From an optimization exercise on the open Yosys and OpenROAD flow, aimed at small area and a short achievable clock period; shortcuts taken in it are not production practice.
Where RTL was checked, it was by simulation tests only, not by an equivalence proof against the original.
For runs 2 and 3, only the layout was checked, not whether the RTL still works.
Power figures rest on the tool's default switching activity, not on a simulated workload.

### design/flow/run.sh
#!/bin/bash
# synth_recipe.tcl (not shown) runs the flow's synth.tcl, then flattens the netlist and writes it again
# the make line also repeats each setting of config.mk as NAME=value (left out here)
make -C /OpenROAD-flow-scripts/flow DESIGN_CONFIG=/design/flow/config.mk WORK_HOME=/design/flow/orfs CLKGATE_MAP_FILE= SYNTH_SCRIPT=/design/flow/synth_recipe.tcl finish
### design/flow/config.mk
export PLATFORM = sky130hd
export DESIGN_NAME = DLX_top
export DESIGN_NICKNAME = DLX_top
export VERILOG_FILES = /design/flow/design.v
export SDC_FILE = /design/flow/constraint.sdc
export NUM_CORES = 4
export LEC_CHECK = 0
export CAP_MARGIN = 20
export CORE_MARGIN = 2
export CORE_UTILIZATION = 40
export SLEW_MARGIN = 20
### design/flow/constraint.sdc
create_clock -name core_clock -period 4.5 [get_ports {clk}]
set_input_delay 0.9000 -clock core_clock [delete_from_list [all_inputs] [get_ports {clk}]]
set_output_delay 0.9000 -clock core_clock [all_outputs]
set_load 0.01 [all_outputs]
### design/flow/design.v
`timescale 1ns / 1ps
module stage1(
input logic clk, rst,
output logic [31:0] aluin1, aluin2,
output logic [2:0] operation_q, opselect_q,
output logic [4:0] shift_number,
output logic enable_arith, enable_shift,
input logic enable_ex,
input logic [31:0] src1, src2, imm,
input logic [6:0] control_in,
input logic [31:0] mem_data_read_in,
output logic mem_data_wr_en,
output logic [31:0] mem_data_write_out
    );
logic [2:0] operation, opselect;
logic immp_regn;
always_comb begin
    {operation, immp_regn, opselect} = control_in;
    mem_data_write_out = src2;
    if((opselect == 3'b100) && immp_regn)
        mem_data_wr_en  = 1;
    else
        mem_data_wr_en = 0;  
end    
always_ff@(posedge clk) begin
    if(rst)begin
        aluin1 <= 32'b0;
        aluin2 <= 32'b0;
        operation_q <= 3'b0;
        opselect_q <= 3'b0;
        shift_number <= 5'b0;
        enable_arith <= 1'b0;
        enable_shift <= 1'b0;
    end
    else if(enable_ex == 0) begin
        aluin1 <= aluin1;
        aluin2 <= aluin2;
        operation_q <= operation_q;
        opselect_q <= opselect_q;
        shift_number <= 5'b0;
        enable_arith <= 1'b0;
        enable_shift <= 1'b0;
    end
    else begin
        aluin1 <= src1;
        case({opselect, immp_regn})
            {3'b001, 1'b0}: aluin2 <= src2;
            {3'b001, 1'b1}: aluin2 <= imm;
            {3'b101, 1'b0}: aluin2 <= aluin2;
            {3'b101, 1'b1}: aluin2 <= mem_data_read_in;
            default: aluin2 <= aluin2;
        endcase
        operation_q <= operation;
        opselect_q <= opselect;
        case({opselect, imm[2]})
            {3'b000, 1'b0}: shift_number <= imm[10:6];
            {3'b000, 1'b1}: shift_number <= src2[4:0];  
            default: shift_number <= 0;
        endcase
        case({opselect, immp_regn})
            {3'b001, 1'b0}: enable_arith <= 1'b1;
            {3'b001, 1'b1}: enable_arith <= 1'b1;
            {3'b101, 1'b0}: enable_arith <= 1'b0;
            {3'b101, 1'b1}: enable_arith <= 1'b1;
            default: enable_arith <= 1'b0;
        endcase
        if(opselect == 3'b000)
            enable_shift <= 1'b1;
        else
            enable_shift <= 1'b0;
    end
end
endmodule
`timescale 1ns / 1ps
module stage2(
input logic clk, rst,
input logic [31:0] aluin1, aluin2,
input logic [2:0] operation, opselect,
input logic [4:0] shift_number,
input logic enable_arith, enable_shift,
output logic [31:0]aluout,
output logic carry
);
logic [15:0] h_add;
logic h_carry;
always_ff@(posedge clk) begin
    if(rst) begin
        aluout <= 32'b0;
        carry <= 1'b0;
    end
    else if(enable_shift) begin
        case(operation)
            3'b000: aluout <= aluin1 << shift_number;
            3'b001: aluout <= aluin1 << shift_number; 
            3'b010: aluout <= aluin1 >> shift_number;
            3'b011: aluout <= $signed(aluin1) >>> shift_number;
            default: aluout <= aluout;
        endcase
    end
    else if(enable_arith)begin
        case({opselect, operation})
            {3'b001, 3'b000}:
                {carry, aluout} <= $signed(aluin1) + $signed(aluin2);
            {3'b001, 3'b001}: begin
                {h_carry, h_add} = aluin1[15:0] + aluin2[15:0];
                carry <= h_carry;
                aluout <= $signed(h_add);
                end
            {3'b001, 3'b010}:
                {carry, aluout} <= $signed(aluin2) - $signed(aluin1);
            {3'b001, 3'b011}: begin
                carry <= 1'b0;
                aluout <= ~aluin2;
            end
            {3'b001, 3'b100}:
                aluout <= aluin1 & aluin2;
            {3'b001, 3'b101}:
                aluout <= aluin1 | aluin2;
            {3'b001, 3'b110}:
                aluout <= aluin1 ^ aluin2;
            {3'b001, 3'b111}: begin
                aluout <= {aluin2[15:0], 16'b0};
                carry <= 0;
            end
            {3'b101, 3'b000}: begin
                aluout <= $signed(aluin2[7:0]);
                carry <= 1'b0;
            end 
            {3'b101, 3'b100}: begin
                aluout <= {24'b0, aluin2[7:0]};
                carry <= 1'b0;
            end 
            {3'b101, 3'b001}: begin
                aluout <= $signed(aluin2[15:0]);
                carry <= 1'b0;
            end 
            {3'b101, 3'b101}: begin
                aluout <= {16'b0, aluin2[15 :0]};
                carry <= 1'b0;
            end    
            {3'b101, 3'b010}: begin
                aluout <= aluin2;
                carry <= 1'b0;
            end 
            {3'b101, 3'b110}: begin
                aluout <= aluin2;
                carry <= 1'b0;
            end   
            {3'b101, 3'b111}: begin
                aluout <= aluin2;
                carry <= 1'b0;
            end  
            default: begin
                aluout <= aluout;
                carry <= carry;
            end 
        endcase         
    end
    else begin
        aluout <= aluout;
        carry <= carry;
    end
end
endmodule
`timescale 1ns / 1ps
module DLX_top(
input logic clk, rst,
input logic enable_ex,
input logic [31:0] src1, src2, imm,
input logic [6:0] control_in,
input logic [31:0] mem_data_read_in,
output logic mem_data_wr_en,
output logic [31:0] mem_data_write_out,
output logic [31:0]aluout,
output logic carry
);
logic [31:0] aluin1, aluin2;
logic [2:0] operation, opselect;
logic [4:0] shift_number;
logic enable_arith, enable_shift;
stage1 s1(clk, rst, aluin1, aluin2, operation, opselect, shift_number, enable_arith, enable_shift, enable_ex, src1, src2, imm, control_in, mem_data_read_in, mem_data_wr_en, mem_data_write_out);
stage2 uut(clk, rst, aluin1, aluin2, operation, opselect, shift_number, enable_arith, enable_shift, aluout, carry);
endmodule
==> results of run 1 <==
-- layout by cell type (no fill, tap or decap), types with 8 or more instances in the layout --
cell	synthesis	routed
o221ai_1	17	17
a311oi_1	9	9
a22oi_1	15	15
o211ai_1	23	23
mux2i_1	147	147
a32o_1	10	10
a221oi_1	28	28
dfxtp_1	110	105
xnor2_1	18	18
nor4_1	15	15
or2_2	8	8
o21bai_1	11	11
o21ai_0	86	86
nand3_1	44	44
nor2_1	296	296
a21o_1	20	20
a21oi_1	171	171
clkbuf_16	0	9
o31ai_1	17	17
a211oi_1	71	71
o2111ai_1	14	14
nand2_1	126	126
o22ai_1	31	31
buf_4	45	95
nor2b_1	14	14
clkdlybuf4s50_1	0	200
and2_1	13	13
nand4_1	14	14
ha_1	96	96
a31oi_1	14	14
nor3_1	36	34
mux2_2	21	21
mux4_2	40	40
inv_1	110	110
nand2b_1	18	18
o21a_1	10	10
-- per-stage QoR --
step,util,instances,cell area [sq um],hold slack [ps],worst slack [ps]
3_5_place_dp,0.471,2572,17200,443,510
2_1_floorplan,-,1995,14800,471,1540
5_1_grt,0.480,2588,17500,494,62.9
4_1_cts,0.480,2588,17500,455,470
6_report,0.480,2588,17500,450,345
3_3_place_gp,0.471,2572,17200,438,620
-- final timing paths --
path | start | to | slack (ps) | cells after the start
worst max-delay path | s1.aluin1[8] | uut.aluout[21] | 340 | 12
worst min-delay path | uut.aluout[24] | uut.aluout[24] | 450 | 2
worst max register to register | s1.aluin1[8] | uut.aluout[21] | 340 | 12
worst min register to register | uut.aluout[24] | uut.aluout[24] | 450 | 2
-- state kept, by name, summed over array words and instances, names as in the netlist --
signal and count:
s1.enable_arith 1, s1.enable_shift 1, s1.shift_number 5, uut.carry 1, s1.opselect_q 3, uut.aluout 32
s1.aluin2 32, s1.aluin1 32, s1.operation_q 3
-- synthesized netlist by cell type (all sizes together) (19+ instances only) --
library cell / instances / share of area
dfxtp: 110 / 0.15
mux2: 21 / 0.016
a221oi: 29 / 0.018
inv: 111 / 0.028
nor2: 296 / 0.075
a211oi: 73 / 0.038
a21o: 20 / 0.010
o22ai: 31 / 0.013
mux4: 40 / 0.061
nor3: 39 / 0.014
clkbuf: 88 / 0.022
a21oi: 175 / 0.061
ha: 96 / 0.081
o31ai: 19 / 0.010
nand2: 127 / 0.032
buf: 103 / 0.042
o21ai: 93 / 0.031
o211ai: 24 / 0.013
mux2i: 147 / 0.10
nand3: 44 / 0.015
-- cell families (layout without fill, tap and decap cells) --
group,count (synthesis),in the layout,synth area share
flops,110,110,0.149
mux,208,208,0.176
buf+inv,303,428,0.0931
compound gates,640,640,0.299
simple gates,618,618,0.187
xor+xnor,18,18,0.0107
fa+ha+maj,98,98,0.0839
-- cell type report --
| cell class | instances | area [sq um] | area share |
|---|---|---|---|
| clock inverter | 7 | 77.6 | 0.00443 |
| multi-input combinational | 1582 | 11200 | 0.641 |
| inverter | 112 | 420 | 0.0240 |
| clock buffer | 9 | 225 | 0.0129 |
| tap | 468 | 586 | 0.0334 |
| sequential | 110 | 2210 | 0.126 |
| timing repair buffer | 300 | 2770 | 0.158 |
-- report_power, final --
group	internal [mW]	switching (mW)
Sequential	1.01	0.0725
Combinational	0.526	0.822
Clock	0.398	0.509
-- layer usage --
layer	vias to the layer above	share of wire	global-route usage
li1	7616	-	-
met1	8177	0.41	0.521
met2	1251	0.42	0.587
met3	228	0.11	0.0798
met4	2	0.068	0.226
met5	-	0.00018	0
-- critical path, stage by stage, from the launching register on --
cell	delay, ps
dfxtp_1	540
inv_1	140
ha_1	590
nand4_1	290
nor3_2	250
a221oi_2	120
o41ai_4	430
xnor2_1	200
a21oi_2	490
buf_4	260
o211ai_1	90
a221oi_1	510
o21ai_1	100
==> summary.txt, run 1 <==
Status
  • Status: complete, no violations

CTS
  • Resized Gates After CTS: 0
  • CTS H-Tree Depth: 3
  • TritonCTS clock tree: yes
  • Clock Pin Slew Worst Setup and Hold Paths: 100 ps
  • Worst skew pair latency: 410 ps
  • CTS root buffer: clkbuf_16
  • CTS max path bufs: 2
  • CTS buffer count: 9
  • Sink Count: 110
  • Post-CTS Hold Buffers: 0
  • Post-CTS setup buffers: 0

Global route
  • Tot GR Track Use: 0.391
  • Total grt overflow: 0
  • Vias in the first global route: 16015
  • Pin count of the biggest net entering global routing: 71
  • Initial antenna violation count: 3
  • First-pass GRT wire length: 111000 microns

Die
  • Die ar.: 38500 sq um
  • IO Pins: 204
  • Core footprint: 36500 sq um
  • Die width: 196 microns
  • Initial Utilization: 0.405
  • Cell Rows: 70
  • Die Height: 196 microns

Drt
  • Wire length per cell: 29.6 microns
  • DRC violations left: 0
  • Routed vias/inst: 6.67
  • Drt first pass iters: 6
  • DRT iter0 DRCs: 2290
  • Number of routed nets with antenna violations: 0
  • DR vias: 17274
  • Drt total wl: 76500 microns

STA
  • Fin. max-slew vios: 0
  • Hold Vio Cnt, Final: 0
  • Slew HR: 0.306
  • Final setup fails: 0
  • Unrepaired setup endpoints after global routing: no
  • Min Tclk post-route: 4160 ps
  • F_max: 0.241 GHz
  • Setup Skew: 21.5 ps
  • Setup TNS: 0 ps
  • Period Utilization, post-route: 0.923
  • Worst Tran Pin Value: 1030 ps

Min path
  • Worst Hold Class: flop to flop

Worst setup path
  • WS Path Type: flop to flop
  • Critical path arrival: 4430 ps
  • Critical Path End Type: flop
  • CP required: 4780 ps
  • CP Max Fanout: 14
  • Setup crit start kind: flop

Logic synthesis
  • FFs w/ async S/R, synth: 0
  • Synthesis warning total: 2
  • Distinct cells, synth: 90
  • Sequential fraction of the synthesis area: 0.149
  • Post-synth EDFFs: 0
  • Synthesis-stage register bit count: 110
  • Synthesized instance count: 1995
  • Avg Cell Area, Syn: 7.41 sq um
  • Post-Syn Area: 14800 sq um
  • Syn Nets: 2231
  • Ys flop type: dfxtp_1

Final layout
  • Fin nets: 2351
  • Share of layout cells above drive strength 1: 0.105
  • Fill cells: 3741
  • Layout area overhead: 18.5%
  • N_diodes: 0

Power and ir drop
  • VDD IR-drop max: 0.180 mV
  • Lkg Pwr: 6.83 nW
  • Cell Pwr Density: 190 nW/um^2
  • Power Total: 3.33 mW

Run
  • Max Cap Viol: 0

Placed design
  • Detailed Place HPWL: 60300 microns
  • # port buffers: 203
  • Gpl congestion: 1.05
==> run 2: changes to the inputs <==
==> design/flow/design.v (replaced) <==
`timescale 1ns / 1ps
module stage1(
input logic clk, rst,
input logic enable_ex,
input logic [31:0] src1, src2, imm,
input logic [6:0] control_in,
input logic [31:0] mem_data_read_in,
input logic [31:0] aluout_d,
input logic carry_d,
output logic mem_data_wr_en,
output logic [31:0] mem_data_write_out,
output logic [31:0] res_q,
output logic carry_q
    );
logic [2:0] operation, opselect;
logic immp_regn;
assign {operation, immp_regn, opselect} = control_in;
assign mem_data_write_out = src2;
assign mem_data_wr_en = (opselect == 3'b100) && immp_regn;
logic [31:0] a, b, m, x;
assign a = src1;
assign b = immp_regn ? imm : src2;
assign m = mem_data_read_in;
logic sub;
assign sub = (operation == 3'b010);
assign x = sub ? ~a : a;
logic [15:0] sum_lo, sum_hi;
logic c16, c32;
assign {c16, sum_lo} = {1'b0, x[15:0]} + {1'b0, b[15:0]} + {16'b0, sub};
assign {c32, sum_hi} = {1'b0, x[31:16]} + {1'b0, b[31:16]} + {16'b0, c16};
logic [4:0] n;
assign n = imm[2] ? src2[4:0] : imm[10:6];
logic left;
assign left = ~operation[1];
logic [31:0] a_rev, sh_in, sh_out, sh_rev;
for (genvar i = 0; i < 32; i++) begin : g_rev
    assign a_rev[i] = a[31-i];
    assign sh_rev[i] = sh_out[31-i];
end
assign sh_in = left ? a_rev : a;
logic fill;
assign fill = operation[0] & operation[1] & a[31];
assign sh_out = $signed({fill, sh_in}) >>> n;
logic arith, memrd, shift;
assign arith = (opselect == 3'b001);
assign memrd = (opselect == 3'b101) && immp_regn;
assign shift = (opselect == 3'b000);
logic [31:0] res;
logic res_c, upd_a, upd_c;
always_comb begin
    res = 32'b0;
    res_c = 1'b0;
    upd_a = 1'b0;
    upd_c = 1'b0;
    if (arith) begin
        upd_a = 1'b1;
        case (operation)
            3'b000, 3'b010: begin res = {sum_hi, sum_lo}; res_c = x[31] ^ b[31] ^ c32; upd_c = 1'b1; end
            3'b001:      begin res = {{16{sum_lo[15]}}, sum_lo}; res_c = c16; upd_c = 1'b1; end
            3'b011:       begin res = ~b; upd_c = 1'b1; end
            3'b100:       res = a & b;
            3'b101:        res = a | b;
            3'b110:       res = a ^ b;
            default:    begin res = {b[15:0], 16'b0}; upd_c = 1'b1; end
        endcase
    end else if (memrd) begin
        upd_a = (operation != 3'b011);
        upd_c = upd_a;
        case (operation)
            3'b000:  res = {{24{m[7]}}, m[7:0]};
            3'b100: res = {24'b0, m[7:0]};
            3'b001:  res = {{16{m[15]}}, m[15:0]};
            3'b101: res = {16'b0, m[15:0]};
            default:    res = m;
        endcase
    end else if (shift) begin
        upd_a = ~operation[2];
        res = left ? sh_rev : sh_out;
    end
    if (!enable_ex || rst) begin
        upd_a = 1'b0;
        upd_c = 1'b0;
    end
end
always_ff@(posedge clk) begin
    res_q <= upd_a ? res : aluout_d;
    carry_q <= upd_c ? res_c : carry_d;
end
endmodule
`timescale 1ns / 1ps
module stage2(
input logic clk, rst,
input logic [31:0] res_q,
input logic carry_q,
output logic [31:0] aluout_d,
output logic carry_d,
output logic [31:0] aluout,
output logic carry
);
assign aluout_d = rst ? 32'b0 : res_q;
assign carry_d  = rst ? 1'b0 : carry_q;
always_ff@(posedge clk) begin
    aluout <= aluout_d;
    carry <= carry_d;
end
endmodule
`timescale 1ns / 1ps
module DLX_top(
input logic clk, rst,
input logic enable_ex,
input logic [31:0] src1, src2, imm,
input logic [6:0] control_in,
input logic [31:0] mem_data_read_in,
output logic mem_data_wr_en,
output logic [31:0] mem_data_write_out,
output logic [31:0]aluout,
output logic carry
);
logic [31:0] res_q, aluout_d;
logic        carry_q, carry_d;
stage1 s1(clk, rst, enable_ex, src1, src2, imm, control_in, mem_data_read_in,
          aluout_d, carry_d, mem_data_wr_en, mem_data_write_out, res_q, carry_q);
stage2 uut(clk, rst, res_q, carry_q, aluout_d, carry_d, aluout, carry);
endmodule
==> summary.txt, run 2 <==
Status
  • Status: failed layout checks
  • Violated checks: negative setup slack

Min path
  • Hold path depth: 1
  • Worst Hold Class: flop to flop
  • Worst Min Path Start: s1.res_q[21]
  • Hold endpoint: uut.aluout[21]

Logic synthesis
  • Adder-cell area share of the yosys netlist: 0.116
  • Synthesized instance count: 1357
  • Top cell type's share of synthesized area: 0.124
  • Most frequent cells after synthesis: 106 x a21oi_1, 104 x nor2_1, 103 x nand2_1
  • Post-Syn Area: 10600 sq um
  • Synthesis warning total: 2
  • Synth top area cells: dfxtp_1 12%, ha_1 11%, mux2i_1 8.2%
  • Distinct cells, synth: 83
  • Mux contribution to synthesized area: 0.193
  • Syn Nets: 1592
  • Sequential fraction of the synthesis area: 0.124
  • Top-count cell post-synth: a21oi_1
  • Synthesis-stage register bit count: 66
  • Post-synthesis xor/xnor area fraction: 0.0388
  • Post-synth EDFFs: 0
  • Synth Area in Simple Gates: 0.149
  • FFs w/ async S/R, synth: 0
  • Avg Cell Area, Syn: 7.83 sq um
  • Ys flop type: dfxtp_1
  • Synth area leader: dfxtp_1
  • Compound-Gate Fraction of Synth Area: 0.283
  • Combinational family with the most area after synthesis: compound AO/OA/AOI/OAI gates

Drt
  • DRC violations left: 0
  • DR vias: 12784
  • Number of routed nets with antenna violations: 0
  • Wire length per cell: 27.2 microns
  • Routed vias/inst: 6.28
  • Drt first pass iters: 5
  • Drt total wl: 55300 microns
  • DRT iter0 DRCs: 1547

Placed design
  • Inst Count DP: 1991
  • Placement Setup Slack: -1450 ps
  • # port buffers: 203
  • Gpl congestion: 1.00
  • Detailed Place HPWL: 44500 microns

Global route
  • Vias in the first global route: 12237
  • Total grt overflow: 0
  • Initial antenna violation count: 1
  • Global route hottest layer: met2
  • Tot GR Track Use: 0.383
  • First-pass GRT wire length: 80100 microns
  • GR Util met3: 0.0630
  • GR Util met2: 0.629
  • Grt met1 use: 0.490
  • Pin count of the biggest net entering global routing: 61

STA
  • Period Utilization, post-route: 1.20
  • Hold Vio Cnt, Final: 0
  • Unrepaired setup endpoints after global routing: yes
  • Setup Skew: 9.68 ps
  • Worst Tran Pin Value: 792 ps
  • Worst hold slack: 464 ps
  • Fin. max-slew vios: 0
  • Slew HR: 0.470
  • Final setup fails: 16
  • Min Tclk post-route: 5390 ps
  • F_max: 0.186 GHz
  • Fin worst setup slack: -887 ps
  • Setup TNS: -10510 ps

Final layout
  • Biggest regs: s1.res_q: 32 flops, uut.aluout: 32 flops
  • Layout area overhead: 41.2%
  • Commonest non-fill, non-tap cell in the layout: buf_4
  • Post-layout util: 0.576
  • Share of layout cells above drive strength 1: 0.236
  • Commonest non-fill, non-tap cells in the layout: 242 x buf_4, 190 x clkdlybuf4s50_1, 104 x nor2_1
  • Cell Count, Final, Fillers Out: 2036
  • Fin nets: 1930

Worst setup path
  • CP required: 4730 ps
  • Critical R2R Capture: s1.carry_q
  • Setup crit start kind: input port
  • Reg2Reg Launch Point: s1.carry_q
  • Critical path arrival: 5620 ps
  • Critical Path End Type: flop
  • Reg2reg path depth: 4
  • WS Path Type: input port to flop
  • R2r setup slk: 3210 ps
  • CP Max Fanout: 4

CTS
  • CTS max path bufs: 2
  • Sink Count: 66
  • CTS root buffer: clkbuf_16
  • CTS buffer count: 9
  • Worst skew pair latency: 340 ps
  • CTS H-Tree Depth: 3
  • Post-CTS Hold Buffers: 0
  • TritonCTS clock tree: yes
  • Clock Pin Slew Worst Setup and Hold Paths: 70 ps

Die
  • Cell Rows: 59
  • Initial Utilization: 0.408
  • Die width: 167 microns
  • Die ar.: 27900 sq um
  • IO Pins: 204
  • Die Height: 167 microns
  • Core footprint: 26100 sq um

Run
  • Max Cap Viol: 0

Power and ir drop
  • Cell Pwr Density: 225 nW/um^2
  • VDD IR-drop max: 0.268 mV
  • Lkg Pwr: 6.40 nW
-- run 2: kinds of logic (layout without fill, tap and decap cells) --
logic type,Yosys count,after routing
compound gates,446,446
xor+xnor,47,47
fa+ha+maj,97,97
buf+inv,211,554
flops,66,66
mux,147,147
other cells,0,1
simple gates,343,343
-- run 2: area by class of cell --
type	instances	area [sq um]
Fill cell	2482	11100
Multi-Input combinational cell	1080	8620
Timing Repair Buffer	457	4040
Sequential cell	66	1320
Tap cell	335	419
Inverter	81	304
Clock buffer	9	225
Clock inverter	7	75.1
Antenna cell	1	2.50
-- run 2: per-stage QoR --
stage               area [sq um]  power [mW]
floorplan                  10700        1.66
global placement           14200        2.51
detailed placement         14200        2.51
CTS                        14800        3.28
global route               15000        3.51
finish                     15000        3.37
-- run 2: worst max-delay path, stage by stage --
cell	delay (ps)
buf_4	150
nor3b_4	270
buf_6	170
clkbuf_16	140
xnor2_1	110
ha_1	270
o21a_1	130
o31a_1	130
o31a_1	290
o2111a_1	290
o211a_1	250
o21ai_2	140
nand2b_1	80
a21oi_2	160
fa_2	240
inv_2	40
fa_2	360
a211oi_2	180
o21bai_1	100
o211ai_1	190
nand3_1	150
a31oi_2	170
nor3_1	70
o31a_1	320
o32a_1	300
-- run 2: worst max path at each step --
stage	start	to	cells after the start
CTS	control_in[4]	s1.res_q[30]	24
detailed placement	src2[0]	s1.res_q[30]	23
finish	control_in[4]	s1.res_q[30]	25
floorplan	control_in[4]	s1.res_q[30]	25
global placement	src2[0]	s1.res_q[26]	24
global route	control_in[5]	s1.res_q[30]	26
-- run 2: repair_timing --
item	CTS	global route
pin swaps	16	36
endpoints found under the setup margin	17	18
cloned	0	1
resized for setup	32	28
setup buffers	27	9
-- run 2: layer usage --
metal,vias up,routed length (microns)
met5,-,0
met4,0,3240
met3,159,5330
met2,815,25100
met1,6088,21600
li1,5722,-
-- run 2: report_power, final --
part	internal [mW]	switching, mW
Clock	0.434	0.291
Combinational	0.903	1.13
Sequential	0.612	0.00570
Total	1.95	1.42
==> run 3: changes to the inputs <==
==> design/flow/design.v (replaced) <==
`timescale 1ns / 1ps
module stage1(
input logic clk, rst,
input logic enable_ex,
input logic [31:0] src1, src2, imm,
input logic [6:0] control_in,
input logic [31:0] mem_data_read_in,
output logic mem_data_wr_en,
output logic [31:0] mem_data_write_out,
output logic [31:0] p_q, g_q,
output logic cin_q, hadd_q, upd_a_q,
output logic [1:0] cmode_q       
    );
logic [2:0] operation, opselect;
logic immp_regn;
assign {operation, immp_regn, opselect} = control_in;
assign mem_data_write_out = src2;
assign mem_data_wr_en = (opselect == 3'b100) && immp_regn;
logic [31:0] a, b, m;
assign a = src1;
assign b = immp_regn ? imm : src2;
assign m = mem_data_read_in;
logic [4:0] n;
assign n = imm[2] ? src2[4:0] : imm[10:6];
logic left;
assign left = ~operation[1];
logic [31:0] a_rev, sh_in, sh_out, sh_rev;
for (genvar i = 0; i < 32; i++) begin : g_rev
    assign a_rev[i] = a[31-i];
    assign sh_rev[i] = sh_out[31-i];
end
assign sh_in = left ? a_rev : a;
logic fill;
assign fill = operation[0] & operation[1] & a[31];
assign sh_out = $signed({fill, sh_in}) >>> n;
logic arith, memrd, shift;
assign arith = (opselect == 3'b001);
assign memrd = (opselect == 3'b101) && immp_regn;
assign shift = (opselect == 3'b000);
logic [31:0] p, g;
logic cin, hadd, upd_a;
logic [1:0] cmode;
always_comb begin
    p = 32'b0;
    g = 32'b0;
    cin = 1'b0;
    hadd = 1'b0;
    upd_a = 1'b0;
    cmode = 2'd0;
    if (arith) begin
        upd_a = 1'b1;
        case (operation)
            3'b000:  begin p = a ^ b; g = a & b; cmode = 2'd2; end
            3'b010:  begin p = ~a ^ b; g = ~a & b; cin = 1'b1; cmode = 2'd2; end
            3'b001: begin p = a ^ b; g = a & b; hadd = 1'b1; cmode = 2'd3; end
            3'b011:  begin p = ~b; cmode = 2'd1; end
            3'b100:  p = a & b;
            3'b101:   p = a | b;
            3'b110:  p = a ^ b;
            default: begin p = {b[15:0], 16'b0}; cmode = 2'd1; end
        endcase
    end else if (memrd) begin
        upd_a = (operation != 3'b011);
        cmode = upd_a ? 2'd1 : 2'd0;
        case (operation)
            3'b000:  p = {{24{m[7]}}, m[7:0]};
            3'b100: p = {24'b0, m[7:0]};
            3'b001:  p = {{16{m[15]}}, m[15:0]};
            3'b101: p = {16'b0, m[15:0]};
            default:    p = m;
        endcase
    end else if (shift) begin
        upd_a = ~operation[2];
        p = left ? sh_rev : sh_out;
    end
    if (!enable_ex || rst) begin
        upd_a = 1'b0;
        cmode = 2'd0;
    end
end
always_ff@(posedge clk) begin
    p_q <= p;
    g_q <= g;
    cin_q <= cin;
    hadd_q <= hadd;
    upd_a_q <= upd_a;
    cmode_q <= cmode;
end
endmodule
`timescale 1ns / 1ps
module stage2(
input logic clk, rst,
input logic [31:0] p, g,
input logic cin, hadd, upd_a,
input logic [1:0] cmode,
output logic [31:0] aluout,
output logic carry
);
logic [32:0] pp, gg, c;
always_comb begin
    pp = {p, 1'b0};
    gg = {g, cin};
    for (int l = 0; l < 6; l++)
        for (int i = 0; i < 33; i++)
            if ((i >> l) & 1) begin
                gg[i] = pp[i] ? gg[((i >> l) << l) - 1] : gg[i];
                pp[i] = pp[i] & pp[((i >> l) << l) - 1];
            end
    c = gg;
end
logic [31:0] sum, res;
assign sum = p ^ c[31:0];
assign res = hadd ? {{16{sum[15]}}, sum[15:0]} : sum;
logic cres;
always_comb begin
    case (cmode)
        2'd0: cres = carry;
        2'd1: cres = 1'b0;
        2'd2: cres = p[31] ^ c[32];
        default: cres = c[16];
    endcase
end
always_ff@(posedge clk) begin
    if (rst) begin
        aluout <= 32'b0;
        carry <= 1'b0;
    end else begin
        if (upd_a) aluout <= res;
        carry <= cres;
    end
end
endmodule
`timescale 1ns / 1ps
module DLX_top(
input logic clk, rst,
input logic enable_ex,
input logic [31:0] src1, src2, imm,
input logic [6:0] control_in,
input logic [31:0] mem_data_read_in,
output logic mem_data_wr_en,
output logic [31:0] mem_data_write_out,
output logic [31:0]aluout,
output logic carry
);
logic [31:0] p, g;
logic cin, hadd, upd_a;
logic [1:0] cmode;
stage1 s1(clk, rst, enable_ex, src1, src2, imm, control_in, mem_data_read_in,
          mem_data_wr_en, mem_data_write_out, p, g, cin, hadd, upd_a, cmode);
stage2 uut(clk, rst, p, g, cin, hadd, upd_a, cmode, aluout, carry);
endmodule
==> summary.txt, run 3 <==
Final layout
  • Biggest regs: s1.g_q: 32 flops, s1.p_q: 32 flops, uut.aluout: 32 flops
  • Share of layout cells above drive strength 1: 0.0943
  • Commonest non-fill, non-tap cells in the layout: 200 x clkdlybuf4s50_1, 191 x nor2_1, 128 x a21oi_1
  • Cell Count, Final, Fillers Out: 1826
  • Fin nets: 1631
  • Commonest non-fill, non-tap cell in the layout: clkdlybuf4s50_1
  • Layout area overhead: 23.2%
  • N_diodes: 0

Die
  • Die width: 164 microns
  • Die ar.: 26800 sq um
  • Cell Rows: 58
  • Initial Utilization: 0.406
  • IO Pins: 204
  • Die Height: 164 microns
  • Core footprint: 25100 sq um

Min path
  • Worst Hold Class: flop to flop
  • Worst Min Path Start: uut.aluout[27]
  • Hold path depth: 2
  • Hold endpoint: uut.aluout[27]

Worst setup path
  • Setup crit start kind: input port
  • Max incr delay on CP: 600 ps
  • Critical R2R Capture: uut.aluout[29]
  • CP Launch Point: imm[2]
  • Reg2reg path depth: 8
  • CP required: 4750 ps
  • Critical Path End Type: flop
  • Slowest CP cell: nor2_1
  • CP most frequent cell: a21oi_1
  • Reg2Reg Launch Point: s1.p_q[0]
  • Critical path cell sequence: clkdlybuf4s50_1 > buf_4 > mux2_1 > nor2_1 > a21oi_1 > a21oi_1 > a21oi_1 > mux2_2 > o21ai_0
  • CP Max Fanout: 9
  • R2r setup slk: 1480 ps
  • WS Path Type: input port to flop
  • Critical path arrival: 4160 ps

Logic synthesis
  • Post-synth EDFFs: 0
  • Distinct cells, synth: 77
  • Synthesized instance count: 1398
  • Top cell type's share of synthesized area: 0.200
  • Synthesis-stage register bit count: 102
  • Adder-cell area share of the yosys netlist: 0.00442
  • Combinational family with the most area after synthesis: compound AO/OA/AOI/OAI gates
  • Post-synthesis xor/xnor area fraction: 0.0369
  • Synthesis warning total: 2
  • Top-count cell post-synth: nor2_1
  • Syn Nets: 1538
  • Mux contribution to synthesized area: 0.167
  • Compound-Gate Fraction of Synth Area: 0.307
  • FFs w/ async S/R, synth: 0
  • Synth Area in Simple Gates: 0.198
  • Sequential fraction of the synthesis area: 0.200
  • Post-Syn Area: 10200 sq um
  • Avg Cell Area, Syn: 7.29 sq um
  • Ys flop type: dfxtp_1
  • Most frequent cells after synthesis: 192 x nor2_1, 128 x a21oi_1, 109 x clkbuf_1
  • Synth area leader: dfxtp_1
  • Synth top area cells: dfxtp_1 20%, mux2i_1 7.7%, nor2_1 7.1%

Drt
  • Wire length per cell: 24.9 microns
  • Number of routed nets with antenna violations: 0
  • DRT iter0 DRCs: 1401
  • Drt first pass iters: 10
  • DRC violations left: 0
  • Routed vias/inst: 6.33
  • DR vias: 11560
  • Drt total wl: 45400 microns

STA
  • Min Tclk post-route: 3920 ps
  • Final setup fails: 0
  • Hold Vio Cnt, Final: 0
  • Unrepaired setup endpoints after global routing: no
  • Period Utilization, post-route: 0.870
  • Setup TNS: 0 ps
  • F_max: 0.255 GHz
  • Worst Tran Pin Value: 799 ps
  • Fin. max-slew vios: 0
  • Slew HR: 0.467
  • Setup Skew: 12.8 ps

Global route
  • Total grt overflow: 0
  • Initial antenna violation count: 4
  • Tot GR Track Use: 0.331
  • Pin count of the biggest net entering global routing: 71
  • First-pass GRT wire length: 66200 microns
  • Vias in the first global route: 10283

CTS
  • TritonCTS clock tree: yes
  • Post-CTS Hold Buffers: 0
  • Worst skew pair latency: 360 ps
  • CTS buffer count: 9
  • Sink Count: 102
  • CTS H-Tree Depth: 3
  • Clock Pin Slew Worst Setup and Hold Paths: 80 ps
  • CTS root buffer: clkbuf_16
  • Resized Gates After CTS: 0
  • CTS max path bufs: 2
  • Post-CTS setup buffers: 0

Run
  • Max Cap Viol: 0

Power and ir drop
  • Lkg Pwr: 4.44 nW
  • Cell Pwr Density: 240 nW/um^2
  • VDD IR-drop max: 0.224 mV

Placed design
  • Gpl congestion: 1.00
  • Detailed Place HPWL: 35600 microns
  • # port buffers: 203
  • Inst Count DP: 1810

Status
  • Status: complete, no violations
[run 3: cell types whose count changed after synthesis, moves of 13 or more]
cell       change
a2111oi_0     +19
inv_1         -61
a21oi_1       +22
ha_1          -92
nor2_1        +88
nor3_1        +32
nor2b_1       -33
and2_1        +13
dfxtp_1       +36
a22oi_1       -13
clkbuf_1      +48
[run 3: routing by layer]
metal / track usage / wire, microns / vias up
met5: 0 / 0 / -
met4: 0.127 / 2080 / 0
met3: 0.0465 / 3930 / 112
met2: 0.518 / 20100 / 672
met1: 0.460 / 19300 / 5410
li1: - / - / 5366
[run 3: worst max path at each step]
| stage | slack (ps) | end | cells after the start |
|---|---|---|---|
| floorplan | 1300 | s1.p_q[30] | 9 |
| global placement | 290 | s1.p_q[30] | 9 |
| detailed placement | 320 | s1.p_q[24] | 9 |
| CTS | 680 | s1.p_q[24] | 9 |
| global route | 430 | s1.p_q[30] | 9 |
| finish | 580 | s1.p_q[24] | 9 |
[run 3: worst max-delay path, delay by kind of cell]
| family | cells | cell delay [ps] |
|---|---|---|
| AND/OR/NAND/NOR | 1 | 600 |
| buffers and inverters | 2 | 770 |
| multiplexers | 2 | 860 |
| AO/OA/AOI/OAI | 4 | 1030 |
[run 3: final cells by class]
| cell class | count | area, sq um |
|---|---|---|
| Fill cell | 2509 | 12600 |
| Inverter | 20 | 75.1 |
| Sequential cell | 102 | 2040 |
| Clock inverter | 5 | 63.8 |
| Multi-Input combinational cell | 1106 | 7320 |
| Clock buffer | 11 | 243 |
| Tap cell | 330 | 413 |
| Timing Repair Buffer | 252 | 2400 |
[run 3: power by group]
part / switching [mW] / internal (mW) / leakage [nW] / total (mW)
registers: 0.0555 / 0.943 / 0.829 / 0.998
clock network: 0.370 / 0.455 / 0.152 / 0.825
logic: 0.691 / 0.496 / 3.46 / 1.19
total: 1.12 / 1.89 / 4.44 / 3.01
[run 3: kinds of logic (layout without fill, tap and decap cells)]
family	Yosys count	after routing
buf+inv	190	288
compound gates	479	479
mux	133	133
flops	102	102
xor+xnor	43	43
fa+ha+maj	4	4
simple gates	447	447
[run 3: metrics by stage]
step / setup WS (ps) / area (sq um) / util / power (mW) / hold slack [ps]
floorplan: 1300 / 10200 / - / 1.72 / 497
global placement: 290 / 12200 / 0.488 / 2.18 / 473
detailed placement: 317 / 12200 / 0.488 / 2.17 / 470
CTS: 682 / 12600 / 0.500 / 2.99 / 485
global route: 434 / 12600 / 0.500 / 3.15 / 517
finish: 583 / 12600 / 0.500 / 3.01 / 484

[re-timing with driven ports]
The results above use ideal ports. As a check the final layouts listed here were re-extracted and re-timed, cells and wires unchanged.
Step 1 (the two cells are an assumption about what drives the block):
set clk [get_ports {clk}]
set_driving_cell -lib_cell sky130_fd_sc_hd__clkbuf_16 $clk
set_driving_cell -lib_cell sky130_fd_sc_hd__buf_2 [delete_from_list [all_inputs] $clk]
Step 2 adds t to the input delays and takes it off the output delays; t is the mean of the earliest and latest rising clock arrival at the registers after step 1. Input paths then give back, and output paths get back, about the clock's delay inside the block.
Three values: ideal, step 1, step 2; two values: the first two.
run | shift t [ns] | setup slack, ns | hold slack, ns | slew at the worst register clock pin (ns)
run 1 | 0.459 | 0.345 / 0.345 / 0.345 | 0.450 / 0.450 / 0.450 | 0.10 / 0.10
run 2 | 0.376 | -0.887 / -0.881 / -1.257 | 0.464 / 0.464 / 0.464 | 0.07 / 0.07
run 3 | 0.397 | 0.583 / 0.606 / 0.209 | 0.484 / 0.484 / 0.484 | 0.08 / 0.08
For run 3, which loses most, drivers alone change the setup slack by +0.023 ns; drivers and shift together by -0.374 ns.
